Background: an optimization exercise with open tools, aiming at small area. Do not read the settings as production practice. Where RTL was checked, it was by simulation tests only, not by an equivalence proof against the original. Function not checked in runs 6 to 9: the RTL went through the layout flow alone. Power and IR drop assume default switching activity.

## design/flow/design.v

```verilog
module cfg_test_top(
    input             clk ,
    input             rstn ,
    input      [31:0] addr ,
    input      [31:0] wdata ,
    output reg [31:0] rdata ,
    output            rdata_vld ,
    input             wr ,
    input             rd
);
wire [5:0] a = addr[5:0];
reg        rd_count_mode;
reg        sample_mode;
reg [31:0] r02, r03, r04, r10, r11, r12, r13, r14;
always @(posedge clk) begin
    if (!rstn) begin
        rd_count_mode <= 1'b0;
        sample_mode   <= 1'b0;
        r02 <= 32'd0;
        r03 <= 32'd0;
        r04 <= 32'd0;
        r10 <= 32'd0;
        r11 <= 32'd0;
        r12 <= 32'd0;
        r13 <= 32'd0;
        r14 <= 32'd0;
    end else if (wr) begin
        case (a)
            6'h00: rd_count_mode <= wdata[0];
            6'h01: sample_mode   <= wdata[0];
            6'h02: r02 <= wdata;
            6'h03: r03 <= wdata;
            6'h04: r04 <= wdata;
            6'h10: r10 <= wdata;
            6'h11: r11 <= wdata;
            6'h12: r12 <= wdata;
            6'h13: r13 <= wdata;
            6'h14: r14 <= wdata;
            default: ;
        endcase
    end
end
reg        rst_d;
always @(posedge clk)
    rst_d <= ~rstn;
reg  [18:0] up;
reg         s_prev;
wire        s = |up[18:7] | (up[6:5] == 2'b11 & |up[4:2]);    
always @(posedge clk) begin
    up     <= rstn ? up + 19'd1 : 19'd0;
    s_prev <= s;
end
wire e = s & ~s_prev;
reg  [31:0] acc;
wire        is23 = (a == 6'h23);
wire [31:0] acc_inc = acc + {31'd0, sample_mode ? s : e};
always @(posedge clk) begin
    if (!rstn)
        acc <= 32'd0;
    else if (wr && is23)
        acc <= wdata;
    else if (rd && is23 && !rd_count_mode)
        acc <= 32'd0;
    else
        acc <= acc_inc;
end
reg  [5:0] ar;
reg  [31:0] x;
wire [31:0] p1 = (ar == 6'h02) ? x : r02;
always @(posedge clk)
    x <= (a[0] ? acc : (a[5] ? p1 : r02)) + {31'd0, a[0] ? (sample_mode & s) : a[5]};
reg        v1, v2;
always @(posedge clk) begin
    ar <= {a[5:1], a[0] | (rst_d & a[5] & ~a[1])};
    v1 <= rd;
    v2 <= v1;
end
assign rdata_vld = v2;
always @(posedge clk) begin
    case (ar)
        6'h00: rdata <= {31'd0, rd_count_mode};
        6'h01: rdata <= {31'd0, sample_mode};
        6'h02: rdata <= r02;
        6'h03: rdata <= r03;
        6'h04: rdata <= r04;
        6'h10: rdata <= r10;
        6'h11: rdata <= r11;
        6'h12: rdata <= r12;
        6'h13: rdata <= r13;
        6'h14: rdata <= r14;
        6'h20: rdata <= x;
        6'h21: rdata <= 32'h1;
        6'h22: rdata <= 32'h0;
        6'h23: rdata <= x;
        default: rdata <= 32'hF0F0F0F0;
    endcase
end
endmodule
```

## design/flow/flow/run.sh

```bash
#!/bin/bash
set -euo pipefail
work=$(pwd)
rm -rf "$work/scripts"
mkdir -p "$work/scripts"
cp -r "$FLOW_HOME/scripts/." "$work/scripts/"
cp "$work/flow/abc.script" "$work/scripts/abc_speed.script"
export SCRIPTS_DIR="$work/scripts"
export BUFFER_PORTS_ARGS="-buffer_cell sky130_fd_sc_hd__buf_1"
bash standard.sh > "$work/orfs_make.log" 2>&1
```

## design/flow/flow/abc.script

```
&get -n
&st
&syn4
&dch
&nf -a -R 1000
&put
```

## design/flow/standard.sh

```bash
#!/bin/bash
# synth_recipe.tcl (not shown) runs the flow's synth.tcl, then flattens the netlist and writes it again
# the make line also repeats each setting of config.mk as NAME=value (left out here)
make -C /OpenROAD-flow-scripts/flow DESIGN_CONFIG=/design/flow/config.mk WORK_HOME=/design/flow/orfs CLKGATE_MAP_FILE= SYNTH_SCRIPT=/design/flow/synth_recipe.tcl "${@:-finish}"
```

## design/flow/config.mk

```make
export PLATFORM = sky130hd
export DESIGN_NAME = cfg_test_top
export DESIGN_NICKNAME = cfg_test_top
export VERILOG_FILES = /design/flow/design.v
export SDC_FILE = /design/flow/constraint.sdc
export NUM_CORES = 4
export LEC_CHECK = 0
export CAP_MARGIN = 20
export CORE_MARGIN = 2
export CORE_UTILIZATION = 70
export CTS_BUF_LIST = sky130_fd_sc_hd__clkbuf_8
export CTS_CLUSTER_DIAMETER = 100
export CTS_CLUSTER_SIZE = 17
export SLEW_MARGIN = 20
```

## design/flow/constraint.sdc

```tcl
create_clock -name core_clock -period 5.0 [get_ports {clk}]
set_input_delay 1.0000 -clock core_clock [delete_from_list [all_inputs] [get_ports {clk}]]
set_output_delay 1.0000 -clock core_clock [all_outputs]
set_load 0.01 [all_outputs]
```

==> impl_metrics.toml, run 1 <==
[grt]
grt.met2_usage_pct = 59.59
overflow = 0
grt_max_degree = 33
grt_use_met3_pct = 6.921
busiest_layer = "met2"
antenna_found_initial = 2
grt_pass1_wl_mm = 62.96
grt.total_usage_pct = 38.77
grt_pass1_vias = 11410
met1_usage_pct = 54.82

[power]
p_sw_mw = 1.134
leakagePower_nw = 5.784
power.internal_mw = 3.623
peakVddDrop_uv = 287.3
power_density_nw_per_um2 = 309.4
swShare_pct = 23.84
p_comb_share_pct = 5.0
p_clk_share_pct = 30.0
power_frac_seq_pct = 65.0

[timing]
fin_skew_ps = 43.79
rsz0062_at_grt = "no"
setup_viol = 0
hold_violations = 0
worst_pin_slew_ps = 1209
finalSetupTns_ps = 0
max_clock_freq_mhz = 217.1
fin_crit_ps = 4605
maxSlewViolCount = 0
maxSlewHeadroom_pct = 19.21
fin_hold_ws_ps = 342.4
period_share_pct = 92.11

[route]
vias_per_cell = 7.230
num_vias = 12190
drc = 0
firstDrtPassIters = 7
drt-initial-drc-count = 1802
antenna_left = 0
avgRoutedWirePerCell_um = 24.25
routed_wl_mm = 40.89

[yosys]
synth_edf_count = 0
yosysTopAreaCell = "dfxtp_1"
synthesis.area_sq_um = 13780
yosysUniqueCellTypes = 38
synth_cells = 1275
ys_ff_latch = 383
synthArstFlopShare_pct = 0
ys_seq_area_share_pct = 55.66
ys.flop_type = "dfxtp_1"
synth_nets = 1348
synth_top_cells_by_count = "dfxtp_1, a22o_1, nand2_1, a222oi_1, a21oi_1"
avgSynthCellArea_sq_um = 10.80
yosysTopAreaCellShare_pct = 55.66
synth_warnings = 1
synth_area_leaders = "dfxtp_1, a22o_1, a222oi_1"
post-synth-top-count-cell = "dfxtp_1"

[critical_path]
path_common_cell = "nand2_1"
path_buf_inv = 0
crit_path_start_kind = "register"
cp_slowest_cell = "or3b_1"
worst-setup-path-type = "reg -> reg"
reg2regPathDepth = 23
crit_family = "simple AND/OR/NAND/NOR gates"
timing.rr.end = "x[30]$_DFF_P_"
slowest_delay_ps = 430
reg2reg_from = "ar[3]$_DFF_P_"
end_kind = "register"
arrival_ps = 5120
r2r_slack_ps = 390
worstPathCellList = "nor2_2, nand3b_1, nor3_4, nand2_1, nor2_4, a22oi_1, nand2_1, nand2b_1, nand2b_1, nor3_2, nand2_1, nor2_2, nand2_1, nor3b_1, or3b_1, nor2_1, nand4_1, nor2_1, nand2_1, or3_1, nor3b_2, nor2b_1, xor2_1"
crit_fanout = 4
required_ps = 5510

[cts]
cts_tree = "yes"
clk_pin_slew_ps = 110
cts_made_buffers = 26
cts.sinks = 383
cts_max_level = 1
clkLatencyLatePin_ps = 610
cts_root_buf = "clkbuf_8"
cts_max_path_buffers = 3
postCtsHoldBufs = 0

[floorplan]
io_pins = 101
die_w_um = 144.3
floorplan.die_area_sq_um = 20820
core-area_sq_um = 19400
start_util_pct = 71.01
dieHeight_um = 144.3
rows = 51

[flow_run]
cap_violations = 0

[placed_design]
numPortBuffers = 74
gp_congestion = 0.9443
dpl.hpwl_mm = 25.63

[cells_and_area]
antennaDiodeCount = 0
final_net_count = 1494
utilization_pct = 79.26
final_layout_size_suffix_gt1_share_pct = 7.319
area_delta_synth_final_pct = 11.62

[hold_path]
min_delay_path_depth = 0
hold-path-endpoint = "v2$_DFF_P_"
min-delay-start = "v1$_DFF_P_"
hp-class = "reg -> reg"

[run_status]
status = "no timing/DRC/antenna violations"
sequential cells by signal, indices dropped and copies added (netlist names):
| signal | cells |
|---|---|
| up | 19 |
| rdata | 32 |
| r12 | 32 |
| r04 | 32 |
| ar | 6 |
| r03 | 32 |
| rd_count_mode | 1 |
| acc | 32 |
| s_prev | 1 |
| sample_mode | 1 |
| rst_d | 1 |
| r02 | 32 |
| v1 | 1 |
| v2 | 1 |
| r11 | 32 |
| x | 32 |
| r14 | 32 |
| r13 | 32 |
| r10 | 32 |
final cells by class:
type	instances	area, sq um
sequential	383	7667
clock inverter	1	8.758
tap	265	331.6
timing repair buffer	118	701.9
multi-input combinational	883	6261
fill	1336	4023
clock buffer	27	371.6
inverter	9	33.78
worst max-delay path by stage:
stage / from / to / slack (ps) / depth (start not counted)
after floorplan: ar[3]$_DFF_P_ / x[31]$_DFF_P_ / 130 / 22
after global placement: addr[0] / x[30]$_DFF_P_ / 130 / 20
after detailed placement: addr[0] / x[30]$_DFF_P_ / -2 / 20
after CTS: ar[3]$_DFF_P_ / x[30]$_DFF_P_ / 260 / 23
after global routing: ar[3]$_DFF_P_ / x[30]$_DFF_P_ / 3 / 23
final: ar[3]$_DFF_P_ / x[30]$_DFF_P_ / 390 / 23
worst register-to-register path, delay by kind of cell (launching register included):
family | cells | cell delay, ps
simple gates | 21 | 3960
compound gates | 1 | 80
flops | 1 | 360
xor+xnor | 1 | 150
timing repair:
item | CTS | global route
setup buffers | 0 | 0
resized for setup | 0 | 4
endpoints found under the setup margin | 0 | 3
per-layer routing:
layer  routed length (um)  share of wire (%)
met1                16420                 40
met2                18090                 44
met3                 4805                 12
met4                 1558                3.8
met5                   13              0.032
through the flow:
step                worst slack (ps)  cell area (sq um)  cells  power, mW
finish                         394.5              15380   1686      4.757
global route                   2.935              15380   1686      4.875
CTS                            263.5              15310   1684      4.734
detailed placement            -2.366              14930   1656      3.384
global placement               134.0              14860   1654      3.373
floorplan                      125.9              13800   1275      3.242
layout by cell type, fill, tap and decap left out, types with 3 or more instances in the layout:
| cell | synthesis | routed |
|---|---|---|
| buf_4 | 0 | 39 |
| a22oi_1 | 34 | 34 |
| nand3_1 | 36 | 36 |
| a22o_1 | 267 | 267 |
| or3_1 | 3 | 3 |
| nor3b_1 | 4 | 3 |
| xor2_1 | 23 | 23 |
| clkbuf_8 | 0 | 27 |
| nand2_1 | 148 | 148 |
| nor3_2 | 0 | 3 |
| o31ai_1 | 8 | 8 |
| buf_16 | 0 | 4 |
| a21oi_1 | 58 | 49 |
| a21o_1 | 3 | 3 |
| and4_1 | 6 | 6 |
| nor2_2 | 0 | 13 |
| nor4_1 | 5 | 5 |
| nor2_1 | 57 | 43 |
| buf_1 | 0 | 73 |
| nand4_1 | 8 | 8 |
| a31oi_1 | 19 | 19 |
| and3_1 | 18 | 18 |
| and2_0 | 5 | 5 |
| ha_1 | 5 | 5 |
| o21ai_0 | 36 | 34 |
| a222oi_1 | 70 | 70 |
| clkinv_1 | 9 | 9 |
| a221o_1 | 17 | 17 |
| nor3_1 | 12 | 7 |
| xnor2_1 | 20 | 20 |
| nand2b_1 | 5 | 5 |
| dfxtp_1 | 383 | 383 |
| a21oi_4 | 0 | 8 |
power groups by stage:
stage          clock [mW]  combinational [mW]  sequential [mW]
2_1_floorplan           0              0.0802             3.16
4_1_cts              1.42               0.224             3.09
3_5_place_dp            0               0.223             3.16
3_3_place_gp            0               0.213             3.16
5_1_grt              1.53               0.248             3.09
6_report             1.43               0.237             3.09
kinds of logic after synthesis:
kind of cell	synth area share [%]
buffers and inverters	0.2452
DFF	55.66
AOI/OAI and AO/OA	30.61
and+or+nand+nor	10.30
adders and majority gates	0.4541
xor gates and xnor gates	2.734
==> run 2: changes to the inputs <==
--- a/design/flow/flow/run.sh
+++ b/design/flow/flow/run.sh
@@ -9,2 +9,3 @@
 export BUFFER_PORTS_ARGS="-buffer_cell sky130_fd_sc_hd__buf_1"
+export DONT_USE_CELLS="sky130_fd_sc_hd__buf_8 sky130_fd_sc_hd__buf_12 sky130_fd_sc_hd__buf_16"
 bash standard.sh > "$work/orfs_make.log" 2>&1
--- a/design/flow/config.mk
+++ b/design/flow/config.mk
@@ -12,3 +12,3 @@
 export CTS_CLUSTER_DIAMETER = 100
-export CTS_CLUSTER_SIZE = 17
+export CTS_CLUSTER_SIZE = 16
 export SLEW_MARGIN = 20
==> impl_metrics.toml, run 2 <==
[hold_path]
min_delay_path_depth = 0
min-delay-start = "v1$_DFF_P_"
hold-path-endpoint = "v2$_DFF_P_"
hp-class = "reg -> reg"

[cells_and_area]
final_net_count = 1496
final_cell_mix = "dfxtp_1, a22o_1, nand2_1"
area_delta_synth_final_pct = 11.76
final_common_cell = "dfxtp_1"
antennaDiodeCount = 0
finalNonFillerCells = 1687
utilization_pct = 79.37
final_layout_size_suffix_gt1_share_pct = 7.243

[timing]
hold_violations = 0
setup_viol = 0
fin_skew_ps = 26.44
maxSlewViolCount = 0
fin_crit_ps = 4585
finalSetupTns_ps = 0
period_share_pct = 91.69
worst_pin_slew_ps = 1135
max_clock_freq_mhz = 218.1
maxSlewHeadroom_pct = 24.16

[route]
vias_per_cell = 7.183
antenna_left = 0
routed_wl_mm = 41.01
num_vias = 12120
drc = 0
firstDrtPassIters = 10
avgRoutedWirePerCell_um = 24.31
drt-initial-drc-count = 1773

[floorplan]
start_util_pct = 71.01
io_pins = 101
rows = 51
die_w_um = 144.3
core-area_sq_um = 19400
floorplan.die_area_sq_um = 20820
dieHeight_um = 144.3

[yosys]
synth_edf_count = 0
synth_top_cells_by_count = "dfxtp_1, a22o_1, nand2_1, a222oi_1, a21oi_1"
yosysUniqueCellTypes = 38
synth_warnings = 1
synthArstFlopShare_pct = 0
ys_ff_latch = 383
synth_cells = 1275
synth_area_leaders = "dfxtp_1, a22o_1, a222oi_1"
post-synth-top-count-cell = "dfxtp_1"
yosysTopAreaCell = "dfxtp_1"
yosysTopAreaCellShare_pct = 55.66
synthesis.area_sq_um = 13780
synth_nets = 1348
avgSynthCellArea_sq_um = 10.80
ys_seq_area_share_pct = 55.66
ys.flop_type = "dfxtp_1"

[critical_path]
arrival_ps = 5120
reg2regPathDepth = 23
crit_path_start_kind = "register"
worstPathCellList = "nor2_2, nand3b_1, nor3_4, buf_4, a21oi_2, a22o_1, a21oi_1, nand2b_1, nand2b_1, nor3_2, nand2_1, nor2_1, nand2_1, nor3b_1, or3b_1, nor2_1, nand4_1, nor2_1, nand2_1, or3_1, nor3b_2, nor2b_1, xor2_1"
cp_slowest_cell = "or3b_1"
timing.rr.end = "x[30]$_DFF_P_"
r2r_slack_ps = 420
reg2reg_from = "ar[2]$_DFF_P_"
end_kind = "register"
slowest_delay_ps = 430
crit_fanout = 7
required_ps = 5530
worst-setup-path-type = "reg -> reg"

[grt]
grt_pass1_vias = 11410
grt.total_usage_pct = 38.72
antenna_found_initial = 2
overflow = 0
grt_max_degree = 33
grt_pass1_wl_mm = 62.84

[placed_design]
dpl.cell_count = 1656
numPortBuffers = 74
dpl.hpwl_mm = 25.63
gp_congestion = 0.9443

[cts]
cts.sinks = 383
clkLatencyLatePin_ps = 600
postCtsSetupBuffers = 0
cts_max_path_buffers = 3
cts_tree = "yes"
cts_max_level = 1
postCtsHoldBufs = 0
clk_pin_slew_ps = 100
cts_made_buffers = 27
cts_root_buf = "clkbuf_8"

[run_status]
status = "no timing/DRC/antenna violations"

[flow_run]
cap_violations = 0

[power]
leakagePower_nw = 5.797
peakVddDrop_uv = 301.8
power_density_nw_per_um2 = 307.9
[run 2: cell counts after synthesis]
No cell type changed its count.
[run 2: worst max-delay path, delay by kind of cell (launching register included)]
family | cells | cell delay (ps)
buffers and inverters | 1 | 200
AND/OR/NAND/NOR | 18 | 3350
flip-flops | 1 | 400
XOR/XNOR | 1 | 150
AO/OA/AOI/OAI | 3 | 410
[run 2: worst max path at each step]
stage / from / end / slack [ps]
after floorplan: ar[3]$_DFF_P_ / x[31]$_DFF_P_ / 130
after global placement: addr[0] / x[30]$_DFF_P_ / 130
after detailed placement: addr[0] / x[30]$_DFF_P_ / -2
after CTS: ar[3]$_DFF_P_ / x[30]$_DFF_P_ / 280
after global routing: ar[2]$_DFF_P_ / x[30]$_DFF_P_ / -8
final: ar[2]$_DFF_P_ / x[30]$_DFF_P_ / 420
[run 2: where the power goes]
part / leakage [nW] / internal, mW / switching, mW / total (mW)
logic: 2.50 / 0.0622 / 0.178 / 0.240
registers: 3.09 / 3.07 / 0.0163 / 3.09
clock network: 0.199 / 0.485 / 0.925 / 1.41
total: 5.80 / 3.62 / 1.12 / 4.74
[run 2: kinds of logic (layout without fill, tap and decap cells)]
logic type	Yosys count	in the layout	share of synthesized area, %
AOI/OAI and AO/OA	521	521	30.61
and+or+nand+nor	314	314	10.30
xor gates and xnor gates	43	43	2.734
DFF	383	383	55.66
buffers and inverters	9	156	0.2452
adders and majority gates	5	5	0.4541
[run 2: per-stage QoR]
step / setup WS (ps) / hold slack [ps] / area [sq um] / power [mW]
global route: -7.728 / 351.2 / 15400 / 4.858
CTS: 282.3 / 346.0 / 15300 / 4.718
finish: 415.5 / 342.6 / 15400 / 4.741
detailed placement: -2.366 / 323.3 / 14930 / 3.384
floorplan: 125.9 / 309.6 / 13800 / 3.242
global placement: 134.0 / 310.3 / 14860 / 3.373
[run 2: area by class of cell]
type	count	area (sq um)
multi-input cells	883	6259
clock inverters	1	3.754
flip-flops and latches	383	7667
fillers	1327	4003
inverters	9	33.78
repair buffers	119	729.5
clock buffers	27	371.6
well taps	265	331.6
[run 2: per-layer routing]
metal	part of all wire (%)	GRT usage (%)
met5	0.034	0
met4	3.7	14.72
met3	11	6.325
met2	44	59.72
met1	41	55.04
[run 2: timing repair]
action	4_1_cts	5_1_grt
gates resized for setup	0	3
hold endpoints to repair	0	0
endpoints found under the setup margin	0	3
==> run 3: changes to the inputs <==
--- a/design/flow/flow/run.sh
+++ b/design/flow/flow/run.sh
@@ -9,3 +9,2 @@
 export BUFFER_PORTS_ARGS="-buffer_cell sky130_fd_sc_hd__buf_1"
-export DONT_USE_CELLS="sky130_fd_sc_hd__buf_8 sky130_fd_sc_hd__buf_12 sky130_fd_sc_hd__buf_16"
 bash standard.sh > "$work/orfs_make.log" 2>&1
--- a/design/flow/config.mk
+++ b/design/flow/config.mk
@@ -13,2 +13,3 @@
 export CTS_CLUSTER_SIZE = 16
+export GPL_TIMING_DRIVEN = 0
 export SLEW_MARGIN = 20
==> impl_metrics.toml, run 3 <==
[run_status]
status = "no timing/DRC/antenna violations"

[timing]
max_clock_freq_mhz = 209.5
maxSlewHeadroom_pct = 39.03
rsz0062_at_grt = "no"
worst_pin_slew_ps = 911.2
period_share_pct = 95.45
hold_violations = 0
maxSlewViolCount = 0
fin_crit_ps = 4772
fin_skew_ps = 15.68
setup_viol = 0
fin_hold_ws_ps = 347.9

[critical_path]
crit_path_start_kind = "register"
arrival_ps = 5300
required_ps = 5530
crit_fanout = 16
end_kind = "register"
worst-setup-path-type = "reg -> reg"

[placed_design]
dpl.cell_count = 1653
gp_congestion = 0.8316
place_area_sq_um = 15380
dpl.hpwl_mm = 28.03
numPortBuffers = 74

[power]
power_density_nw_per_um2 = 300.9
leakagePower_nw = 5.920
peakVddDrop_uv = 273.3

[cells_and_area]
area_delta_synth_final_pct = 15.11
design_area_sq_um = 15860
final_net_count = 1498
fillers = 1186
final_cell_mix = "dfxtp_1, a22o_1, nand2_1"
seq_area_sq_um = 7669
final_layout_size_suffix_gt1_share_pct = 8.216
multi_input_area_sq_um = 6364
finalNonFillerCells = 1689
final_common_cell = "dfxtp_1"
antennaDiodeCount = 0

[yosys]
synth_adder_area_share_pct = 0.4541
muxShareOfSynthArea_pct = 0
synth_warnings = 1
ys_seq_area_share_pct = 55.66
synthesis.area_sq_um = 13780
synth_area_leaders = "dfxtp_1, a22o_1, a222oi_1"
synth_nets = 1348
synth_edf_count = 0
synth_cells = 1275
yosysTopAreaCell = "dfxtp_1"
post-synth-top-count-cell = "dfxtp_1"
synthSimpleGateAreaFrac_pct = 10.30
yosysTopAreaCellShare_pct = 55.66
synth_top_cells_by_count = "dfxtp_1, a22o_1, nand2_1, a222oi_1, a21oi_1"
synth_compound_area_share_pct = 30.61
yosysUniqueCellTypes = 38
avgSynthCellArea_sq_um = 10.80
ys.flop_type = "dfxtp_1"
synthArstFlopShare_pct = 0
ys_ff_latch = 383
synth_xor_area_share_pct = 2.734
synth_top_family_by_area = "compound AO/OA/AOI/OAI gates"

[route]
vias_per_cell = 7.462
antenna_left = 0
routed_wl_mm = 43.47
num_vias = 12600
drt-initial-drc-count = 2084
drc = 0
avgRoutedWirePerCell_um = 25.74
firstDrtPassIters = 10

[grt]
grt_max_degree = 32
grt.total_usage_pct = 41.35
antenna_found_initial = 0
overflow = 0
grt_pass1_wl_mm = 66.74
grt_pass1_vias = 11890

[floorplan]
dieHeight_um = 144.3
rows = 51
die_w_um = 144.3
core-area_sq_um = 19400
start_util_pct = 71.01
io_pins = 101
floorplan.die_area_sq_um = 20820

[cts]
cts_tree = "yes"
cts_root_buf = "clkbuf_8"
postCtsHoldBufs = 0
clk_pin_slew_ps = 100
cts.sinks = 383
cts_max_path_buffers = 3
cts_max_level = 1
clkLatencyLatePin_ps = 610
cts_made_buffers = 27

[flow_run]
cap_violations = 0

[hold_path]
hp-class = "reg -> reg"
==> run 3: cell counts after synthesis <==
No cell type changed its count.
==> run 3: power by group <==
group | internal (mW) | total, mW | switching, mW | leakage [nW]
Sequential | 3.07 | 3.09 | 0.0174 | 3.09
Clock | 0.485 | 1.42 | 0.932 | 0.199
Combinational | 0.0731 | 0.263 | 0.190 | 2.63
Total | 3.63 | 4.77 | 1.14 | 5.92
==> run 3: area by class of cell <==
cell class	count	area share, %
clock buffer	27	2.343
clock inverter	1	0.02367
inverter	9	0.2130
multi-input combinational	884	40.13
sequential	383	48.36
tap	265	2.091
timing repair buffer	120	6.841
==> run 3: worst paths after layout <==
kind / depth (start not counted) / slack, ps / endpoint / from
max: 24 / 230 / x[30]$_DFF_P_ / ar[2]$_DFF_P_
min: 0 / 350 / v2$_DFF_P_ / v1$_DFF_P_
max reg2reg: 24 / 230 / x[30]$_DFF_P_ / ar[2]$_DFF_P_
min reg2reg: 0 / 350 / v2$_DFF_P_ / v1$_DFF_P_
==> run 3: per-stage QoR <==
step	setup TNS, ps	util (%)	power (mW)	worst slack, ps
after global placement	-356910	74.27	3.357	-2324
after global routing	0	81.75	4.876	20.91
after CTS	0	81.51	4.747	24.11
after detailed placement	-4645	79.28	3.410	-1032
final	0	81.75	4.771	227.5
after floorplan	0	-	3.242	125.9
==> run 3: critical path, stage by stage (launching register included) <==
cell	delay [ps]
dfxtp_1	450
nor2_4	70
nand3b_1	190
nor3_4	80
buf_4	210
a21oi_4	180
buf_8	190
a22o_1	140
a21oi_1	60
nand2b_1	170
nand2b_1	180
nor3_2	170
nand2_1	140
nor2_2	180
nand2_1	110
nor3b_2	200
or3b_1	440
nor2_2	150
nand4_1	200
nor2_1	130
nand2_1	90
or3_1	420
nor3b_2	220
nor2b_1	180
xor2_1	150
==> run 3: layer usage <==
layer	share of wire (%)	track usage [%]
met1	39	57.93
met2	44	63.58
met3	13	6.755
met4	4.8	18.04
met5	0	0
==> run 3: logic make-up (layout without fill, tap and decap cells) <==
family | Yosys count | in the layout
buffers and inverters | 9 | 157
and+or+nand+nor | 314 | 315
DFF | 383 | 383
adders and majority gates | 5 | 5
xor gates and xnor gates | 43 | 43
AOI/OAI and AO/OA | 521 | 521
==> run 3: repair_timing <==
action / 4_1_cts / 5_1_grt
gates resized for setup: 2 / 10
buffers inserted: 6 / 1
gates cloned: 1 / 0
endpoints found under the setup margin: 9 / 6
pin swaps: 4 / 1
==> run 4: changes to the inputs <==
--- a/design/flow/config.mk
+++ b/design/flow/config.mk
@@ -7,3 +7,3 @@
 export LEC_CHECK = 0
-export CAP_MARGIN = 20
+export CAP_MARGIN = 0
 export CORE_MARGIN = 2
@@ -13,3 +13,2 @@
 export CTS_CLUSTER_SIZE = 16
-export GPL_TIMING_DRIVEN = 0
-export SLEW_MARGIN = 20
+export SLEW_MARGIN = 0
==> impl_metrics.toml, run 4 <==
[placed_design]
numPortBuffers = 74
dpl.hpwl_mm = 25.35
gp_congestion = 0.9443
dpl.cell_count = 1654
place_area_sq_um = 14860

[timing]
finalSetupTns_ps = 0
maxSlewHeadroom_pct = 14.61
maxSlewViolCount = 0
fin_skew_ps = 15.95
rsz0062_at_grt = "no"
hold_violations = 0
setup_viol = 0
worst_pin_slew_ps = 1278
fin_crit_ps = 4577
period_share_pct = 91.54
max_clock_freq_mhz = 218.5

[cts]
ctsResizeCount = 0
cts_root_buf = "clkbuf_8"
cts.sinks = 383
cts_made_buffers = 27
postCtsHoldBufs = 0
cts_max_level = 1
cts_max_path_buffers = 3
clkLatencyLatePin_ps = 600
postCtsSetupBuffers = 0
clk_pin_slew_ps = 100
cts_tree = "yes"

[yosys]
avgSynthCellArea_sq_um = 10.80
synth_top_cells_by_count = "dfxtp_1, a22o_1, nand2_1, a222oi_1, a21oi_1"
synth_nets = 1348
synthArstFlopShare_pct = 0
yosysUniqueCellTypes = 38
yosysTopAreaCell = "dfxtp_1"
post-synth-top-count-cell = "dfxtp_1"
synth_cells = 1275
ys_seq_area_share_pct = 55.66
ys_ff_latch = 383
synth_warnings = 1
synthesis.area_sq_um = 13780
synth_edf_count = 0
yosysTopAreaCellShare_pct = 55.66
ys.flop_type = "dfxtp_1"
synth_area_leaders = "dfxtp_1, a22o_1, a222oi_1"

[floorplan]
die_w_um = 144.3
floorplan.die_area_sq_um = 20820
start_util_pct = 71.01
rows = 51
dieHeight_um = 144.3
core-area_sq_um = 19400
io_pins = 101

[route]
antenna_left = 0
vias_per_cell = 7.251
drt-initial-drc-count = 1650
firstDrtPassIters = 7
avgRoutedWirePerCell_um = 24.34
num_vias = 12200
routed_wl_mm = 40.96
drc = 0

[grt]
grt_max_degree = 33
overflow = 0
antenna_found_initial = 1
grt.total_usage_pct = 38.66
grt_pass1_vias = 11390
grt_pass1_wl_mm = 62.69

[hold_path]
min-delay-start = "v1$_DFF_P_"
hp-class = "reg -> reg"
hold-path-endpoint = "v2$_DFF_P_"
min_delay_path_depth = 0

[power]
leakagePower_nw = 5.732
peakVddDrop_uv = 276.2
power_density_nw_per_um2 = 309.8

[critical_path]
reg2regPathDepth = 23
cp_slowest_cell = "or3b_1"
path_buf_inv = 0
end_kind = "register"
crit_path_start_kind = "register"
path_common_cell = "nand2_1"
crit_family = "simple AND/OR/NAND/NOR gates"
worst-setup-path-type = "reg -> reg"
cp.depth = 23
required_ps = 5530
arrival_ps = 5100
reg2reg_from = "ar[3]$_DFF_P_"
timing.rr.end = "x[30]$_DFF_P_"
crit_fanout = 4
r2r_slack_ps = 420
worstPathCellList = "nor2_1, nand3b_1, nor3_4, nand2_1, nor2_4, a22oi_1, nand2_1, nand2b_1, nand2b_1, nor3_2, nand2_1, nor2_1, nand2_1, nor3b_2, or3b_1, nor2_1, nand4_1, nor2_1, nand2_1, or3_1, nor3b_1, nor2b_1, xor2_1"
slowest_delay_ps = 410

[cells_and_area]
utilization_pct = 78.62
area_delta_synth_final_pct = 10.72
final_layout_size_suffix_gt1_share_pct = 6.775
final_net_count = 1491
final_common_cell = "dfxtp_1"
design_area_sq_um = 15250
fillers = 1386
final_cell_mix = "dfxtp_1, a22o_1, nand2_1"
finalNonFillerCells = 1683

[run_status]
status = "no timing/DRC/antenna violations"

[flow_run]
cap_violations = 0
run 4: kinds of logic after synthesis:
group	count (synthesis)	share of synthesized area (%)
compound gates	521	30.61
fa+ha+maj	5	0.4541
flops	383	55.66
buf+inv	9	0.2452
simple gates	314	10.30
xor+xnor	43	2.734
run 4: worst reg2reg max path, stage by stage (launching register included):
cell and delay (ps):
dfxtp_1 330, nor2_1 210, nand3b_1 210, nor3_4 230, nand2_1 130, nor2_4 140, a22oi_1 80, nand2_1 120
nand2b_1 70, nand2b_1 180, nor3_2 170, nand2_1 140, nor2_1 190, nand2_1 120, nor3b_2 210, or3b_1 410
nor2_1 180, nand4_1 180, nor2_1 120, nand2_1 90, or3_1 410, nor3b_1 260, nor2b_1 190, xor2_1 150
run 4: final cells by class:
| class | instances | area [sq um] | area share [%] |
|---|---|---|---|
| Sequential cell | 383 | 7667 | 50.27 |
| Multi-Input combinational cell | 883 | 6250 | 40.98 |
| Timing Repair Buffer | 114 | 591.8 | 3.880 |
| Clock buffer | 27 | 371.6 | 2.436 |
| Tap cell | 265 | 331.6 | 2.174 |
| Inverter | 9 | 33.78 | 0.2215 |
| Clock inverter | 1 | 3.754 | 0.02461 |
| Antenna cell | 1 | 2.502 | 0.01641 |
run 4: power breakdown:
part | switching (mW) | total [mW] | internal (mW) | leakage [nW]
clock | 0.924 | 1.41 | 0.485 | 0.199
combinational | 0.175 | 0.226 | 0.0504 | 2.44
sequential | 0.0165 | 3.09 | 3.07 | 3.09
run 4: how the worst max path moves through the flow:
stage	startpoint	end
finish	ar[3]$_DFF_P_	x[30]$_DFF_P_
global route	ar[3]$_DFF_P_	x[31]$_DFF_P_
CTS	ar[3]$_DFF_P_	x[31]$_DFF_P_
detailed placement	addr[0]	x[31]$_DFF_P_
global placement	addr[0]	x[30]$_DFF_P_
floorplan	ar[3]$_DFF_P_	x[31]$_DFF_P_
run 4: stage by stage:
step | hold WS (ps) | setup slack (ps) | power [mW]
detailed placement | 325.9 | 20.27 | 3.379
CTS | 348.0 | 330.1 | 4.716
floorplan | 309.6 | 125.9 | 3.242
finish | 346.7 | 423.1 | 4.725
global route | 348.6 | 47.87 | 4.847
global placement | 310.3 | 134.0 | 3.373
run 4: layer usage:
metal | GRT usage, % | share of wire, % | vias up
li1 | - | - | 5368
met1 | 53.98 | 41 | 5913
met2 | 59.17 | 44 | 809
met3 | 7.649 | 11 | 113
met4 | 15.79 | 3.6 | 0
met5 | 0 | 0 | -
==> run 5: changes to the inputs <==
--- a/design/flow/config.mk
+++ b/design/flow/config.mk
@@ -7,3 +7,3 @@
 export LEC_CHECK = 0
-export CAP_MARGIN = 0
+export CAP_MARGIN = 20
 export CORE_MARGIN = 2
@@ -13,2 +13,2 @@
 export CTS_CLUSTER_SIZE = 16
-export SLEW_MARGIN = 0
+export SLEW_MARGIN = 20
==> impl_metrics.toml, run 5 <==
[critical_path]
crit_path_start_kind = "register"
timing.rr.end = "x[30]$_DFF_P_"
end_kind = "register"
arrival_ps = 5120
required_ps = 5530
slowest_delay_ps = 430
reg2regPathDepth = 23
crit_family = "simple AND/OR/NAND/NOR gates"
reg2reg_from = "ar[2]$_DFF_P_"
worst-setup-path-type = "reg -> reg"
worstPathCellList = "nor2_2, nand3b_1, nor3_4, buf_4, a21oi_2, a22o_1, a21oi_1, nand2b_1, nand2b_1, nor3_2, nand2_1, nor2_1, nand2_1, nor3b_1, or3b_1, nor2_1, nand4_1, nor2_1, nand2_1, or3_1, nor3b_2, nor2b_1, xor2_1"
path_buf_inv = 1
r2r_slack_ps = 420
cp.depth = 23
crit_fanout = 7
cp_slowest_cell = "or3b_1"

[power]
swShare_pct = 23.61
p_comb_share_pct = 5.1
power_density_nw_per_um2 = 307.9
peakVddDrop_uv = 301.8
p_clk_share_pct = 29.7
leakagePower_nw = 5.797
p_sw_mw = 1.119
power.internal_mw = 3.621
power_frac_seq_pct = 65.2
finalPower_mw = 4.741

[placed_design]
place_area_sq_um = 14930
pre_cts_ws_ps = -2.366
dpl.hpwl_mm = 25.63
gp_congestion = 0.9443
numPortBuffers = 74

[hold_path]
min-delay-start = "v1$_DFF_P_"
hold-path-endpoint = "v2$_DFF_P_"
hp-class = "reg -> reg"
min_delay_path_depth = 0

[grt]
grt_max_degree = 33
grt_pass1_wl_mm = 62.84
grt.total_usage_pct = 38.72
overflow = 0
grt_pass1_vias = 11410
antenna_found_initial = 2

[route]
dr_wl_met3_mm = 4.495
wl_met2_mm = 18.16
firstDrtPassIters = 10
drt-initial-drc-count = 1773
highest_layer = "met5"
drc = 0
routed_wl_mm = 41.01
avgRoutedWirePerCell_um = 24.31
vias_per_cell = 7.183
wl_met1_mm = 16.82
antenna_left = 0
num_vias = 12120

[cts]
clk_pin_slew_ps = 100
clkLatencyLatePin_ps = 600
cts_max_path_buffers = 3
cts_made_buffers = 27
cts_tree = "yes"
cts.sinks = 383
cts_root_buf = "clkbuf_8"
postCtsHoldBufs = 0
cts_max_level = 1

[floorplan]
core-area_sq_um = 19400
dieHeight_um = 144.3
die_w_um = 144.3
start_util_pct = 71.01
rows = 51
io_pins = 101
floorplan.die_area_sq_um = 20820

[timing]
period_share_pct = 91.69
maxSlewViolCount = 0
max_clock_freq_mhz = 218.1
setup_viol = 0
fin_ws_ps = 415.5
maxSlewHeadroom_pct = 24.16
worst_pin_slew_ps = 1135
fin_crit_ps = 4585
fin_hold_ws_ps = 342.6
hold_violations = 0
fin_skew_ps = 26.44

[cells_and_area]
final_net_count = 1496
final_layout_size_suffix_gt1_share_pct = 7.243
antennaDiodeCount = 0
final_cell_mix = "dfxtp_1, a22o_1, nand2_1"
fillers = 1327
utilization_pct = 79.37
area_delta_synth_final_pct = 11.76
design_area_sq_um = 15400
final_common_cell = "dfxtp_1"

[yosys]
avgSynthCellArea_sq_um = 10.80
synthArstFlopShare_pct = 0
synthesis.area_sq_um = 13780
synth_edf_count = 0
synth_cells = 1275
post-synth-top-count-cell = "dfxtp_1"
ys_seq_area_share_pct = 55.66
yosysTopAreaCellShare_pct = 55.66
synth_warnings = 1
synth_top_cells_by_count = "dfxtp_1, a22o_1, nand2_1, a222oi_1, a21oi_1"
yosysUniqueCellTypes = 38
synth_nets = 1348
ys.flop_type = "dfxtp_1"
ys_ff_latch = 383
yosysTopAreaCell = "dfxtp_1"
synth_area_leaders = "dfxtp_1, a22o_1, a222oi_1"

[run_status]
status = "no timing/DRC/antenna violations"

[flow_run]
cap_violations = 0
## run 5: cell counts after synthesis
No cell type changed its count.
## run 5: logic make-up (layout without fill, tap and decap cells)
| kind of cell | count (synthesis) | in the layout | share of synthesized area (%) |
|---|---|---|---|
| AOI/OAI and AO/OA | 521 | 521 | 30.61 |
| xor gates and xnor gates | 43 | 43 | 2.734 |
| buffers and inverters | 9 | 156 | 0.2452 |
| and+or+nand+nor | 314 | 314 | 10.30 |
| DFF | 383 | 383 | 55.66 |
| adders and majority gates | 5 | 5 | 0.4541 |
## run 5: worst max path at each step
stage               slack [ps]           from            end
floorplan                  130  ar[3]$_DFF_P_  x[31]$_DFF_P_
detailed placement          -2        addr[0]  x[30]$_DFF_P_
finish                     420  ar[2]$_DFF_P_  x[30]$_DFF_P_
global placement           130        addr[0]  x[30]$_DFF_P_
CTS                        280  ar[3]$_DFF_P_  x[30]$_DFF_P_
global route                -8  ar[2]$_DFF_P_  x[30]$_DFF_P_
## run 5: stage by stage
| stage | setup TNS (ps) | std cells |
|---|---|---|
| 6_report | 0 | 1687 |
| 5_1_grt | -11.19 | 1687 |
| 3_3_place_gp | 0 | 1654 |
| 4_1_cts | 0 | 1684 |
| 3_5_place_dp | -2.406 | 1656 |
| 2_1_floorplan | 0 | 1275 |
## run 5: worst reg2reg max path, delay by kind of cell, from the launching register on
kind	cells	cell delay (ps)
DFF	1	400
and+or+nand+nor	18	3360
AOI/OAI and AO/OA	3	410
buffers and inverters	1	200
xor gates and xnor gates	1	150
## run 5: per-layer routing
layer | global-route usage [%] | vias to the layer above
met3 | 6.325 | 128
met4 | 14.72 | 2
met5 | 0 | -
li1 | - | 5390
met1 | 55.04 | 5834
met2 | 59.72 | 764
## run 5: layout make-up
| cell class | count | area [sq um] | share of cell area, % |
|---|---|---|---|
| Clock buffer | 27 | 371.6 | 2.414 |
| Inverter | 9 | 33.78 | 0.2194 |
| Sequential cell | 383 | 7667 | 49.80 |
| Multi-Input combinational cell | 883 | 6259 | 40.65 |
| Clock inverter | 1 | 3.754 | 0.02438 |
| Tap cell | 265 | 331.6 | 2.154 |
| Timing Repair Buffer | 119 | 729.5 | 4.738 |
## run 5: power groups by stage
stage | combinational [mW] | clock, mW | sequential [mW]
after floorplan | 0.0802 | 0 | 3.16
after global placement | 0.213 | 0 | 3.16
after detailed placement | 0.223 | 0 | 3.16
after CTS | 0.224 | 1.40 | 3.09
after global routing | 0.251 | 1.51 | 3.09
final | 0.240 | 1.41 | 3.09
## run 5: what timing repair did
| action | CTS | global route |
|---|---|---|
| setup buffers | 0 | 0 |
| endpoints found under the setup margin | 0 | 3 |
| gates resized for setup | 0 | 3 |
==> run 6: changes to the inputs <==
--- a/design/flow/design.v
+++ b/design/flow/design.v
@@ -11,2 +11,13 @@
 wire [5:0] a = addr[5:0];
+function [31:0] inc32(input [31:0] q, input ci);
+    integer i;
+    reg     c;
+    begin
+        c = ci;
+        for (i = 0; i < 32; i = i + 1) begin
+            inc32[i] = q[i] ^ c;
+            c        = c & q[i];
+        end
+    end
+endfunction
 reg        rd_count_mode;
@@ -49,3 +60,3 @@
 always @(posedge clk) begin
-    up     <= rstn ? up + 19'd1 : 19'd0;
+    up     <= rstn ? inc32({13'd0, up}, 1'b1) : 19'd0;
     s_prev <= s;
@@ -55,3 +66,3 @@
 wire        is23 = (a == 6'h23);
-wire [31:0] acc_inc = acc + {31'd0, sample_mode ? s : e};
+wire [31:0] acc_inc = inc32(acc, sample_mode ? s : e);
 always @(posedge clk) begin
@@ -70,3 +81,3 @@
 always @(posedge clk)
-    x <= (a[0] ? acc : (a[5] ? p1 : r02)) + {31'd0, a[0] ? (sample_mode & s) : a[5]};
+    x <= inc32(a[0] ? acc : (a[5] ? p1 : r02), a[0] ? (sample_mode & s) : a[5]);
 reg        v1, v2;
==> impl_metrics.toml, run 6 <==
[cts]
cts_root_buf = "clkbuf_8"
clkLatencyLatePin_ps = 600
cts.sinks = 383
cts_max_path_buffers = 3
cts_tree = "yes"
cts_made_buffers = 27
clk_pin_slew_ps = 120
cts_max_level = 1
postCtsHoldBufs = 0

[cells_and_area]
fillers = 899
utilization_pct = 87.42
finalNonFillerCells = 1584
final_layout_size_suffix_gt1_share_pct = 18.29
final_common_cell = "dfxtp_1"
final_net_count = 1471
final_cell_mix = "dfxtp_1, a22o_1, buf_4"
area_delta_synth_final_pct = 21.92

[placed_design]
pre_cts_ws_ps = -2006
dpl.hpwl_mm = 24.11
numPortBuffers = 74
gp_congestion = 0.8636
dpl.cell_count = 1520

[power]
p_clk_share_pct = 29.8
peakVddDrop_uv = 242.2
power_frac_seq_pct = 64.9
finalPower_mw = 4.758
swShare_pct = 23.84
p_comb_share_pct = 5.3
leakagePower_nw = 6.446
power.internal_mw = 3.623
p_sw_mw = 1.134
power_density_nw_per_um2 = 289.0

[route]
firstDrtPassIters = 9
avgRoutedWirePerCell_um = 28.60
antenna_left = 0
num_vias = 12140
drc = 0
drt-initial-drc-count = 2029
vias_per_cell = 7.662
routed_wl_mm = 45.31

[run_status]
check-failures = "negative setup slack"
status = "finished with violations"

[critical_path]
arrival_ps = 7280
path_common_cell = "ha_4"
path_buf_inv = 0
cp_slowest_cell = "dfxtp_2"
worst-setup-path-type = "reg -> reg"
end_kind = "register"
crit_family = "adder cells"
crit_fanout = 4
required_ps = 5490
slowest_delay_ps = 350
crit_path_start_kind = "register"

[hold_path]
hp-class = "reg -> reg"

[floorplan]
start_util_pct = 71.70
rows = 50
die_w_um = 142.9
core-area_sq_um = 18830
floorplan.die_area_sq_um = 20410
dieHeight_um = 142.9
io_pins = 101

[grt]
busiest_layer = "met2"
met1_usage_pct = 52.04
grt.total_usage_pct = 42.80
grt_pass1_vias = 12100
antenna_found_initial = 1
overflow = 0
grt.met2_usage_pct = 68.27
grt_use_met3_pct = 9.658
grt_pass1_wl_mm = 67.30
grt_max_degree = 33

[yosys]
synth_nets = 1256
synthesis.area_sq_um = 13500
yosysUniqueCellTypes = 32
synth_top_cells_by_count = "dfxtp_1, a22o_1, a222oi_1, ha_1, nand2_1"
synth_edf_count = 0
ys_ff_latch = 383
synth_cells = 1109
synth_area_leaders = "dfxtp_1, a22o_1, ha_1"
yosysTopAreaCellShare_pct = 56.79
synth_warnings = 1
post-synth-top-count-cell = "dfxtp_1"
yosysTopAreaCell = "dfxtp_1"
avgSynthCellArea_sq_um = 12.17
ys_seq_area_share_pct = 56.79
ys.flop_type = "dfxtp_1"
synthArstFlopShare_pct = 0

[timing]
worst_pin_slew_ps = 1201
rsz0062_at_grt = "yes"
maxSlewHeadroom_pct = 19.85
fin_ws_ps = -1788
fin_skew_ps = 25.22
max_clock_freq_mhz = 147.3
setup_viol = 22
hold_violations = 0
period_share_pct = 135.8
fin_crit_ps = 6788
maxSlewViolCount = 0

[flow_run]
cap_violations = 0
[run 6: routing by layer]
layer,wire length (um),vias to the layer above
met2,20380,1068
met4,3013,0
met3,5347,287
met5,0,-
li1,-,4964
met1,16560,5818
[run 6: per-stage QoR]
step	area (sq um)	hold WS, ps	TNS (ps)
after detailed placement	15620	317.1	-18360
after global routing	16460	363.1	-19220
after floorplan	14300	309.6	-18140
after CTS	16370	342.1	-51320
after global placement	15620	309.8	-17140
final	16460	362.2	-18110
[run 6: path summary, 6_finish.rpt]
kind	endpoint	cells after the start	start	slack, ps
setup / recovery	x[31]$_DFF_P_	39	ar[2]$_DFF_P_	-1790
hold / removal	v2$_DFF_P_	0	v1$_DFF_P_	360
setup reg to reg	x[31]$_DFF_P_	39	ar[2]$_DFF_P_	-1790
hold reg to reg	v2$_DFF_P_	0	v1$_DFF_P_	360
[run 6: cell type report]
type	count	area (sq um)	share of cell area, %
antenna	1	2.502	0.01520
clock buffer	27	371.6	2.258
clock inverter	1	3.754	0.02280
inverter	16	60.06	0.3649
multi-input combinational	710	6789	41.24
sequential	383	7672	46.61
tap	260	325.3	1.976
timing repair buffer	186	1236	7.510
[run 6: cell families after synthesis]
kind of cell / share of synthesized area (%)
compound gates: 29.60
xor+xnor: 0.2595
fa+ha+maj: 7.321
buf+inv: 0.4448
flops: 56.79
mux: 0.07414
simple gates: 5.514
[run 6: power by group through the flow]
stage | Sequential [mW] | Combinational [mW] | Clock [mW]
6_report | 3.09 | 0.252 | 1.42
5_1_grt | 3.09 | 0.260 | 1.51
4_1_cts | 3.09 | 0.230 | 1.40
3_5_place_dp | 3.16 | 0.216 | 0
3_3_place_gp | 3.16 | 0.210 | 0
2_1_floorplan | 3.16 | 0.0684 | 0
[run 6: what timing repair did]
item                                    4_1_cts  5_1_grt
buffers inserted                             42        4
cloned                                        0        3
endpoints found under the setup margin       20       54
pin swaps                                    21        4
gates resized for setup                      13        6
==> run 7: changes to the inputs <==
--- a/design/flow/design.v
+++ b/design/flow/design.v
@@ -81,3 +81,3 @@
 always @(posedge clk)
-    x <= inc32(a[0] ? acc : (a[5] ? p1 : r02), a[0] ? (sample_mode & s) : a[5]);
+    x <= (a[0] ? acc : (a[5] ? p1 : r02)) + {31'd0, a[0] ? (sample_mode & s) : a[5]};
 reg        v1, v2;
--- a/design/flow/config.mk
+++ b/design/flow/config.mk
@@ -7,3 +7,3 @@
 export LEC_CHECK = 0
-export CAP_MARGIN = 20
+export CAP_MARGIN = 0
 export CORE_MARGIN = 2
@@ -13,2 +13,2 @@
 export CTS_CLUSTER_SIZE = 16
-export SLEW_MARGIN = 20
+export SLEW_MARGIN = 0
==> impl_metrics.toml, run 7 <==
[timing]
rsz0062_at_grt = "yes"
fin_hold_ws_ps = 334.7
hold_violations = 0
fin_crit_ps = 6198
maxSlewHeadroom_pct = 15.02
worst_pin_slew_ps = 1272
max_clock_freq_mhz = 161.4
finalSetupTns_ps = -5884
fin_skew_ps = 34.66
period_share_pct = 124.0
setup_viol = 9
maxSlewViolCount = 0
fin_ws_ps = -1198

[yosys]
synth_area_leaders = "dfxtp_1, a22o_1, a222oi_1"
synth_top_cells_by_count = "dfxtp_1, a22o_1, nand2_1, a222oi_1, ha_1"
post-synth-top-count-cell = "dfxtp_1"
synth_compound_area_share_pct = 29.73
muxShareOfSynthArea_pct = 0
ys.flop_type = "dfxtp_1"
yosysTopAreaCell = "dfxtp_1"
yosysTopAreaCellShare_pct = 56.12
avgSynthCellArea_sq_um = 11.68
ys_ff_latch = 383
synth_warnings = 1
synth_adder_area_share_pct = 4.579
synthesis.area_sq_um = 13660
synth_cells = 1170
synth_top_family_by_area = "compound AO/OA/AOI/OAI gates"
yosysUniqueCellTypes = 31
synthArstFlopShare_pct = 0
ys_seq_area_share_pct = 56.12
synth_xor_area_share_pct = 1.987
synth_nets = 1288
synth_edf_count = 0
synthSimpleGateAreaFrac_pct = 7.445

[floorplan]
dieHeight_um = 143.7
core-area_sq_um = 19330
start_util_pct = 70.67
die_w_um = 143.7
floorplan.die_area_sq_um = 20650
io_pins = 101
rows = 51

[cells_and_area]
seq_area_sq_um = 7670
utilization_pct = 81.00
area_delta_synth_final_pct = 14.62
final_cell_mix = "dfxtp_1, a22o_1, nand2_1"
final_net_count = 1438
fillers = 1267
multi_input_area_sq_um = 6626
design_area_sq_um = 15660
final_common_cell = "dfxtp_1"
antennaDiodeCount = 0
final_layout_size_suffix_gt1_share_pct = 11.06

[run_status]
status = "finished with violations"
check-failures = "negative setup slack"

[grt]
grt_max_degree = 33
antenna_found_initial = 0
grt_pass1_wl_mm = 62.23
busiest_layer = "met2"
met1_usage_pct = 52.16
grt.total_usage_pct = 38.66
grt.met2_usage_pct = 62.06
grt_use_met3_pct = 7.164
grt_pass1_vias = 11380
overflow = 0

[critical_path]
crit_path_start_kind = "register"
worst-setup-path-type = "reg -> reg"
timing.rr.end = "acc[31]$_SDFF_PN0_"
cp_slowest_cell = "dfxtp_2"
reg2regPathDepth = 36
r2r_slack_ps = -1200
required_ps = 5530
slowest_delay_ps = 330
reg2reg_from = "up[4]$_SDFF_PN0_"
end_kind = "register"
path_common_cell = "ha_4"
arrival_ps = 6730
crit_start = "up[4]$_SDFF_PN0_"
crit_fanout = 2

[hold_path]
min_delay_path_depth = 0
min-delay-start = "v1$_DFF_P_"
hold-path-endpoint = "v2$_DFF_P_"
hp-class = "reg -> reg"

[route]
routed_wl_mm = 40.30
firstDrtPassIters = 8
antenna_left = 0
avgRoutedWirePerCell_um = 25.42
drt-initial-drc-count = 1535
drc = 0
num_vias = 11500
vias_per_cell = 7.254

[cts]
cts_max_level = 1
cts_max_path_buffers = 3
cts_root_buf = "clkbuf_8"
cts.sinks = 383
clkLatencyLatePin_ps = 620
cts_tree = "yes"
cts_made_buffers = 27
clk_pin_slew_ps = 100
postCtsHoldBufs = 0

[flow_run]
cap_violations = 0

[placed_design]
dpl.hpwl_mm = 23.85
numPortBuffers = 74
gp_congestion = 0.8770
place_area_sq_um = 15210
pre_cts_ws_ps = -1241

[power]
power_frac_seq_pct = 65.3
peakVddDrop_uv = 323.0
power.internal_mw = 3.606
swShare_pct = 23.78
leakagePower_nw = 5.983
power_density_nw_per_um2 = 302.1
p_clk_share_pct = 30.0
p_comb_share_pct = 4.7
p_sw_mw = 1.125
## run 7: layout make-up
cell class	instances	share of cell area, %
well taps	265	2.117
inverters	5	0.1198
clock buffers	27	2.373
clock inverters	2	0.07190
multi-input cells	782	42.31
flip-flops and latches	383	48.97
repair buffers	121	4.035
## run 7: repair_timing
action / in CTS / in global routing
cloned: 0 / 0
setup buffers: 1 / 0
setup endpoints to repair: 9 / 12
resized for setup: 4 / 7
pin swaps: 2 / 3
hold endpoints to repair: 0 / 0
## run 7: per-stage QoR
step / power (mW) / instances
final: 4.731 / 1585
after global routing: 4.847 / 1585
after CTS: 4.721 / 1585
after detailed placement: 3.373 / 1555
after global placement: 3.368 / 1555
after floorplan: 3.231 / 1170
## run 7: how the worst max path moves through the flow
stage	endpoint	cells after the start
6_report	acc[31]$_SDFF_PN0_	36
5_1_grt	acc[31]$_SDFF_PN0_	36
4_1_cts	acc[31]$_SDFF_PN0_	36
3_5_place_dp	acc[31]$_SDFF_PN0_	36
2_1_floorplan	acc[31]$_SDFF_PN0_	36
3_3_place_gp	acc[31]$_SDFF_PN0_	36
## run 7: cell families after synthesis
kind of cell               count (synthesis)
buffers and inverters                      5
and+or+nand+nor                          218
xor gates and xnor gates                  31
adders and majority gates                 50
AOI/OAI and AO/OA                        483
DFF                                      383
## run 7: power groups by stage
stage,combinational [mW],clock (mW),sequential [mW]
after floorplan,0.0703,0,3.16
after global placement,0.209,0,3.16
after detailed placement,0.213,0,3.16
after CTS,0.214,1.42,3.09
after global routing,0.231,1.52,3.09
final,0.221,1.42,3.09
## run 7: layer usage
layer / vias up / routed length, um
met1: 5578 / 15890
met3: 117 / 4432
met2: 776 / 18540
met5: - / 0
li1: 5027 / -
met4: 0 / 1439
## run 7: critical path: cells and delay by family, from the launching register on
kind	cells	cell delay, ps
AOI/OAI and AO/OA	3	660
adders and majority gates	31	4760
DFF	1	330
xor gates and xnor gates	1	140
and+or+nand+nor	1	190
==> run 8: changes to the inputs <==
--- a/design/flow/design.v
+++ b/design/flow/design.v
@@ -19,2 +19,17 @@
             c        = c & q[i];
+        end
+    end
+endfunction
+function [31:0] inc32b(input [31:0] q, input ci);
+    integer i, k;
+    reg     c, bc;
+    begin
+        bc = ci;
+        for (k = 0; k < 8; k = k + 1) begin
+            c = bc;
+            for (i = 4 * k; i < 4 * k + 4; i = i + 1) begin
+                inc32b[i] = q[i] ^ c;
+                c         = c & q[i];
+            end
+            bc = bc & (&q[4 * k +: 4]);
         end
@@ -81,3 +96,3 @@
 always @(posedge clk)
-    x <= (a[0] ? acc : (a[5] ? p1 : r02)) + {31'd0, a[0] ? (sample_mode & s) : a[5]};
+    x <= inc32b(a[0] ? acc : (a[5] ? p1 : r02), a[0] ? (sample_mode & s) : a[5]);
 reg        v1, v2;
==> impl_metrics.toml, run 8 <==
[run_status]
status = "finished with violations"
check-failures = "negative setup slack"

[timing]
maxSlewViolCount = 0
fin_skew_ps = 19.05
finalSetupTns_ps = -6597
fin_crit_ps = 6272
period_share_pct = 125.4
worst_pin_slew_ps = 1272
max_clock_freq_mhz = 159.4
fin_ws_ps = -1272
rsz0062_at_grt = "yes"
setup_viol = 9
hold_violations = 0
fin_hold_ws_ps = 337.8
maxSlewHeadroom_pct = 15.00

[placed_design]
dpl.cell_count = 1518
numPortBuffers = 74
place_area_sq_um = 15150
gp_congestion = 0.8539
dpl.hpwl_mm = 23.49

[grt]
overflow = 0
grt.total_usage_pct = 38.80
antenna_found_initial = 1
busiest_layer = "met2"
grt_pass1_vias = 11210
grt_use_met3_pct = 6.606
met1_usage_pct = 52.38
grt_max_degree = 33
grt.met2_usage_pct = 62.60
grt_pass1_wl_mm = 61.64

[floorplan]
dieHeight_um = 143.3
start_util_pct = 71.85
rows = 50
die_w_um = 143.3
floorplan.die_area_sq_um = 20520
core-area_sq_um = 18890
io_pins = 101

[yosys]
yosysTopAreaCell = "dfxtp_1"
post-synth-top-count-cell = "dfxtp_1"
ys_seq_area_share_pct = 56.48
yosysUniqueCellTypes = 32
muxShareOfSynthArea_pct = 0
synth_warnings = 1
synth_nets = 1275
synthesis.area_sq_um = 13570
yosysTopAreaCellShare_pct = 56.48
ys_ff_latch = 383
synth_xor_area_share_pct = 0.7097
synthArstFlopShare_pct = 0
synth_compound_area_share_pct = 29.34
synthSimpleGateAreaFrac_pct = 6.692
synth_cells = 1135
synth_adder_area_share_pct = 6.637
synth_edf_count = 0
avgSynthCellArea_sq_um = 11.96
synth_area_leaders = "dfxtp_1, a22o_1, ha_1"
synth_top_cells_by_count = "dfxtp_1, a22o_1, nand2_1, ha_1, a222oi_1"
synth_top_family_by_area = "compound AO/OA/AOI/OAI gates"
ys.flop_type = "dfxtp_1"

[route]
drt-initial-drc-count = 1518
drc = 0
avgRoutedWirePerCell_um = 25.97
routed_wl_mm = 40.27
firstDrtPassIters = 8
antenna_left = 0
num_vias = 11390
vias_per_cell = 7.344

[critical_path]
r2r_slack_ps = -1270
worst-setup-path-type = "reg -> reg"
path_common_cell = "ha_4"
reg2reg_from = "up[11]$_SDFF_PN0_"
cp_slowest_cell = "dfxtp_2"
end_kind = "register"
crit_start = "up[11]$_SDFF_PN0_"
crit_fanout = 2
arrival_ps = 6790
required_ps = 5520
reg2regPathDepth = 36
crit_path_start_kind = "register"
slowest_delay_ps = 340
timing.rr.end = "acc[31]$_SDFF_PN0_"

[power]
finalPower_mw = 4.717
power_density_nw_per_um2 = 302.3
leakagePower_nw = 6.300
peakVddDrop_uv = 278.7

[hold_path]
hp-class = "reg -> reg"
hold-path-endpoint = "v2$_DFF_P_"
min-delay-start = "v1$_DFF_P_"
min_delay_path_depth = 0

[cts]
cts_tree = "yes"
cts_made_buffers = 27
postCtsHoldBufs = 0
cts.sinks = 383
cts_max_level = 1
cts_max_path_buffers = 3
clk_pin_slew_ps = 100
clkLatencyLatePin_ps = 620
cts_root_buf = "clkbuf_8"

[flow_run]
cap_violations = 0

[cells_and_area]
final_cell_mix = "dfxtp_1, a22o_1, nand2_1"
finalNonFillerCells = 1551
final_layout_size_suffix_gt1_share_pct = 11.24
final_net_count = 1430
multi_input_area_sq_um = 6485
area_delta_synth_final_pct = 14.96
seq_area_sq_um = 7671
final_common_cell = "dfxtp_1"
design_area_sq_um = 15610
fillers = 1196
run 8: layer usage:
| metal | part of all wire (%) | vias up |
|---|---|---|
| li1 | - | 4935 |
| met1 | 39 | 5557 |
| met2 | 46 | 768 |
| met3 | 12 | 130 |
| met4 | 4.0 | 0 |
| met5 | 0 | - |
run 8: layout make-up:
type | instances | share of cell area [%]
Sequential cell | 383 | 49.16
Multi-Input combinational cell | 747 | 41.56
Timing Repair Buffer | 126 | 4.610
Clock buffer | 27 | 2.381
Tap cell | 260 | 2.085
Inverter | 5 | 0.1203
Clock inverter | 2 | 0.07216
Antenna cell | 1 | 0.01604
run 8: cell families after synthesis:
logic type                 count (synthesis)
DFF                                      383
AOI/OAI and AO/OA                        471
buffers and inverters                      5
and+or+nand+nor                          193
adders and majority gates                 72
xor gates and xnor gates                  11
run 8: how the worst max path moves through the flow:
stage / end / slack [ps] / cells past startpoint
4_1_cts: acc[31]$_SDFF_PN0_ / -1260 / 36
5_1_grt: acc[31]$_SDFF_PN0_ / -1400 / 36
3_3_place_gp: acc[31]$_SDFF_PN0_ / -1280 / 36
2_1_floorplan: acc[31]$_SDFF_PN0_ / -980 / 36
6_report: acc[31]$_SDFF_PN0_ / -1270 / 36
3_5_place_dp: acc[31]$_SDFF_PN0_ / -1310 / 36
run 8: stage by stage:
step | utilization (%) | setup slack, ps
2_1_floorplan | - | -984.6
6_report | 82.60 | -1272
5_1_grt | 82.58 | -1402
4_1_cts | 82.38 | -1257
3_5_place_dp | 80.17 | -1306
3_3_place_gp | 80.17 | -1281
run 8: report_power, final:
group	switching, mW	total [mW]	leakage (nW)	internal (mW)
combinational	0.173	0.218	3.01	0.0450
clock	0.923	1.41	0.200	0.486
sequential	0.0157	3.09	3.09	3.07
total	1.11	4.72	6.30	3.61
run 8: critical path, delay by kind of cell (launching register included):
| family | cells | cell delay (ps) |
|---|---|---|
| adders and majority gates | 31 | 4760 |
| AOI/OAI and AO/OA | 2 | 390 |
| and+or+nand+nor | 2 | 490 |
| xor gates and xnor gates | 1 | 150 |
| DFF | 1 | 340 |
run 8: repair_timing:
item                                    in CTS  in global routing
resized for setup                            5                  3
endpoints found under the setup margin      10                 11
setup buffers                                2                  1
pin swaps                                    4                  1
==> run 9: changes to the inputs <==
--- a/design/flow/design.v
+++ b/design/flow/design.v
@@ -75,3 +75,3 @@
 always @(posedge clk) begin
-    up     <= rstn ? inc32({13'd0, up}, 1'b1) : 19'd0;
+    up     <= rstn ? inc32b({13'd0, up}, 1'b1) : 19'd0;
     s_prev <= s;
@@ -81,3 +81,3 @@
 wire        is23 = (a == 6'h23);
-wire [31:0] acc_inc = inc32(acc, sample_mode ? s : e);
+wire [31:0] acc_inc = inc32b(acc, sample_mode ? s : e);
 always @(posedge clk) begin
==> impl_metrics.toml, run 9 <==
[floorplan]
die_w_um = 143.7
rows = 51
dieHeight_um = 143.7
core-area_sq_um = 19330
start_util_pct = 70.65
floorplan.die_area_sq_um = 20650
io_pins = 101

[critical_path]
path_common_cell = "and4_1"
slowest_delay_ps = 460
path_buf_inv = 1
required_ps = 5500
worst-setup-path-type = "reg -> reg"
worstPathCellList = "nor2_1, nand3b_1, nor3_4, buf_4, nand2_1, nor2_4, a22oi_1, nand2_1, nand2_1, nor4_1, and4_1, and4_1, and3_1, and4_1, and4_1, ha_1, ha_1, ha_1, xor2_1, a221o_1"
crit_fanout = 11
end_kind = "register"
crit_path_start_kind = "register"
reg2reg_from = "ar[3]$_DFF_P_"
reg2regPathDepth = 20
arrival_ps = 5100
crit_family = "simple AND/OR/NAND/NOR gates"
r2r_slack_ps = 400
cp_slowest_cell = "nor4_1"
timing.rr.end = "x[31]$_DFF_P_"

[power]
leakagePower_nw = 6.268
power.internal_mw = 3.604
p_sw_mw = 1.114
p_clk_share_pct = 30.0
power_frac_seq_pct = 65.5
swShare_pct = 23.62
p_comb_share_pct = 4.5
power_density_nw_per_um2 = 312.6
peakVddDrop_uv = 301.4

[cells_and_area]
final_layout_size_suffix_gt1_share_pct = 6.944
seq_area_sq_um = 7667
final_common_cell = "dfxtp_1"
fillers = 1334
area_delta_synth_final_pct = 10.49
multi_input_area_sq_um = 6143
final_cell_mix = "dfxtp_1, a22o_1, nand2_1"
antennaDiodeCount = 0
final_net_count = 1425

[cts]
cts_tree = "yes"
cts_root_buf = "clkbuf_8"
cts_max_level = 1
cts_max_path_buffers = 3
cts_made_buffers = 27
cts.sinks = 383
clkLatencyLatePin_ps = 610
clk_pin_slew_ps = 100

[yosys]
synth_warnings = 1
ys_ff_latch = 383
ys.flop_type = "dfxtp_1"
post-synth-top-count-cell = "dfxtp_1"
synth_area_leaders = "dfxtp_1, a22o_1, ha_1"
synthesis.area_sq_um = 13660
synth_top_cells_by_count = "dfxtp_1, a22o_1, nand2_1, a222oi_1, ha_1"
yosysTopAreaCellShare_pct = 56.13
avgSynthCellArea_sq_um = 11.80
synth_edf_count = 0
synth_cells = 1158
yosysTopAreaCell = "dfxtp_1"
synth_nets = 1287
ys_seq_area_share_pct = 56.13
synthArstFlopShare_pct = 0
yosysUniqueCellTypes = 31

[grt]
antenna_found_initial = 1
grt_max_degree = 33
grt_pass1_vias = 10920
grt.total_usage_pct = 37.34
overflow = 0
grt_pass1_wl_mm = 60.00

[route]
antenna_left = 0
drc = 0
avgRoutedWirePerCell_um = 25.03
routed_wl_mm = 39.07
firstDrtPassIters = 6
vias_per_cell = 7.246
drt-initial-drc-count = 1657
num_vias = 11310

[timing]
finalSetupTns_ps = 0
max_clock_freq_mhz = 217.2
fin_hold_ws_ps = 360.4
fin_crit_ps = 4605
period_share_pct = 92.10
setup_viol = 0
worst_pin_slew_ps = 1285
maxSlewViolCount = 0
rsz0062_at_grt = "no"
fin_skew_ps = 13.12
maxSlewHeadroom_pct = 14.22
hold_violations = 0

[hold_path]
hp-class = "reg -> reg"
min_delay_path_depth = 0
min-delay-start = "v1$_DFF_P_"
hold-path-endpoint = "v2$_DFF_P_"

[run_status]
status = "no timing/DRC/antenna violations"

[placed_design]
gp_congestion = 0.9072
dpl.hpwl_mm = 23.04
numPortBuffers = 74

[flow_run]
cap_violations = 0
## run 9: cell families (layout without fill, tap and decap cells)
group                    after synthesis  count (layout)  share of synthesized area [%]
AO/OA/AOI/OAI                        466             466                          29.03
flip-flops                           383             383                          56.13
AND/OR/NAND/NOR                      219             219                          7.648
adder cells (fa/ha/maj)               61              61                          5.587
XOR/XNOR                              22              22                          1.410
buffers and inverters                  7             145                         0.1924
## run 9: power groups by stage
stage                     clock (mW)  sequential [mW]  combinational, mW
after global placement             0             3.16              0.199
after global routing            1.53             3.09              0.222
after detailed placement           0             3.16              0.203
after floorplan                    0             3.16             0.0671
after CTS                       1.41             3.09              0.203
final                           1.42             3.09              0.212
## run 9: worst max-delay path by stage
stage | cells after the start | start | slack, ps | to
2_1_floorplan | 14 | addr[0] | 170 | x[31]$_DFF_P_
3_3_place_gp | 17 | addr[5] | 320 | x[31]$_DFF_P_
3_5_place_dp | 17 | addr[5] | 120 | x[31]$_DFF_P_
4_1_cts | 20 | ar[3]$_DFF_P_ | 280 | x[31]$_DFF_P_
5_1_grt | 20 | ar[3]$_DFF_P_ | 90 | x[31]$_DFF_P_
6_report | 20 | ar[3]$_DFF_P_ | 400 | x[31]$_DFF_P_
## run 9: cell type report
cell class	instances	area share [%]
flip-flops and latches	383	50.80
multi-input cells	768	40.70
repair buffers	109	3.589
clock buffers	27	2.462
well taps	265	2.197
inverters	7	0.1741
clock inverters	2	0.07461
## run 9: routing by layer
layer / GRT usage, % / up-vias / wire length (um)
li1: - / 4977 / -
met1: 52.20 / 5515 / 15940
met2: 57.54 / 701 / 17460
met3: 7.797 / 116 / 4313
met4: 13.47 / 2 / 1347
met5: 0 / - / 10
## run 9: per-stage QoR
stage	cell area (sq um)	util, %	std cells	total power, mW	setup WS, ps
after global routing	15090	78.06	1561	4.844	94.05
final	15090	78.06	1561	4.718	395.2
after detailed placement	14710	76.06	1532	3.362	115.6
after floorplan	13670	-	1158	3.228	173.2
after CTS	15090	78.04	1561	4.704	275.8
after global placement	14710	76.06	1532	3.358	318.6
## run 9: what timing repair did
action,4_1_cts,5_1_grt
hold buffers,0,0
buffers inserted,0,0
gates resized for setup,0,1
setup endpoints to repair,0,1

-- re-timing with driven ports --
The results above use ideal ports. As a check the final layouts listed here were re-extracted and re-timed, cells and wires unchanged.
Step 1 (the two cells are an assumption about what drives the block):
set clk [get_ports {clk}]
set_driving_cell -lib_cell sky130_fd_sc_hd__clkbuf_16 $clk
set_driving_cell -lib_cell sky130_fd_sc_hd__buf_2 [delete_from_list [all_inputs] $clk]
Step 2 adds t to the input delays and takes it off the output delays; t is the mean of the earliest and latest rising clock arrival at the registers after step 1. Input paths then give back, and output paths get back, about the clock's delay inside the block.
a / b / c = ideal ports / drivers / drivers and shift; a / b = the first two.
| run | t (ns) | slack for setup (ns) | worst hold slack (ns) | clock arrival spread, ns |
|---|---|---|---|---|
| run 1 | 0.635 | 0.395 / 0.395 / 0.086 | 0.342 / 0.342 / 0.342 | 0.046 / 0.046 |
| run 2 | 0.632 | 0.415 / 0.415 / 0.043 | 0.343 / 0.343 / 0.343 | 0.032 / 0.032 |
| run 3 | 0.645 | 0.228 / 0.228 / -0.252 | 0.348 / 0.348 / 0.348 | 0.018 / 0.019 |
| run 4 | 0.633 | 0.423 / 0.423 / 0.072 | 0.347 / 0.347 / 0.347 | 0.016 / 0.017 |
| run 5 | 0.632 | 0.415 / 0.415 / 0.043 | 0.343 / 0.343 / 0.343 | 0.032 / 0.032 |
| run 6 | 0.639 | -1.788 / -1.788 / -2.202 | 0.362 / 0.362 / 0.362 | 0.028 / 0.027 |
| run 7 | 0.654 | -1.198 / -1.198 / -1.198 | 0.335 / 0.335 / 0.335 | 0.037 / 0.036 |
| run 8 | 0.657 | -1.272 / -1.272 / -1.272 | 0.338 / 0.338 / 0.338 | 0.019 / 0.019 |
| run 9 | 0.647 | 0.395 / 0.395 / 0.207 | 0.360 / 0.360 / 0.360 | 0.015 / 0.015 |
With both steps, setup timing fails in run 3, where it was met with ideal ports. The setup slack of run 3, which loses most, moves by 0.000 ns with the drivers and by -0.480 ns with both steps.
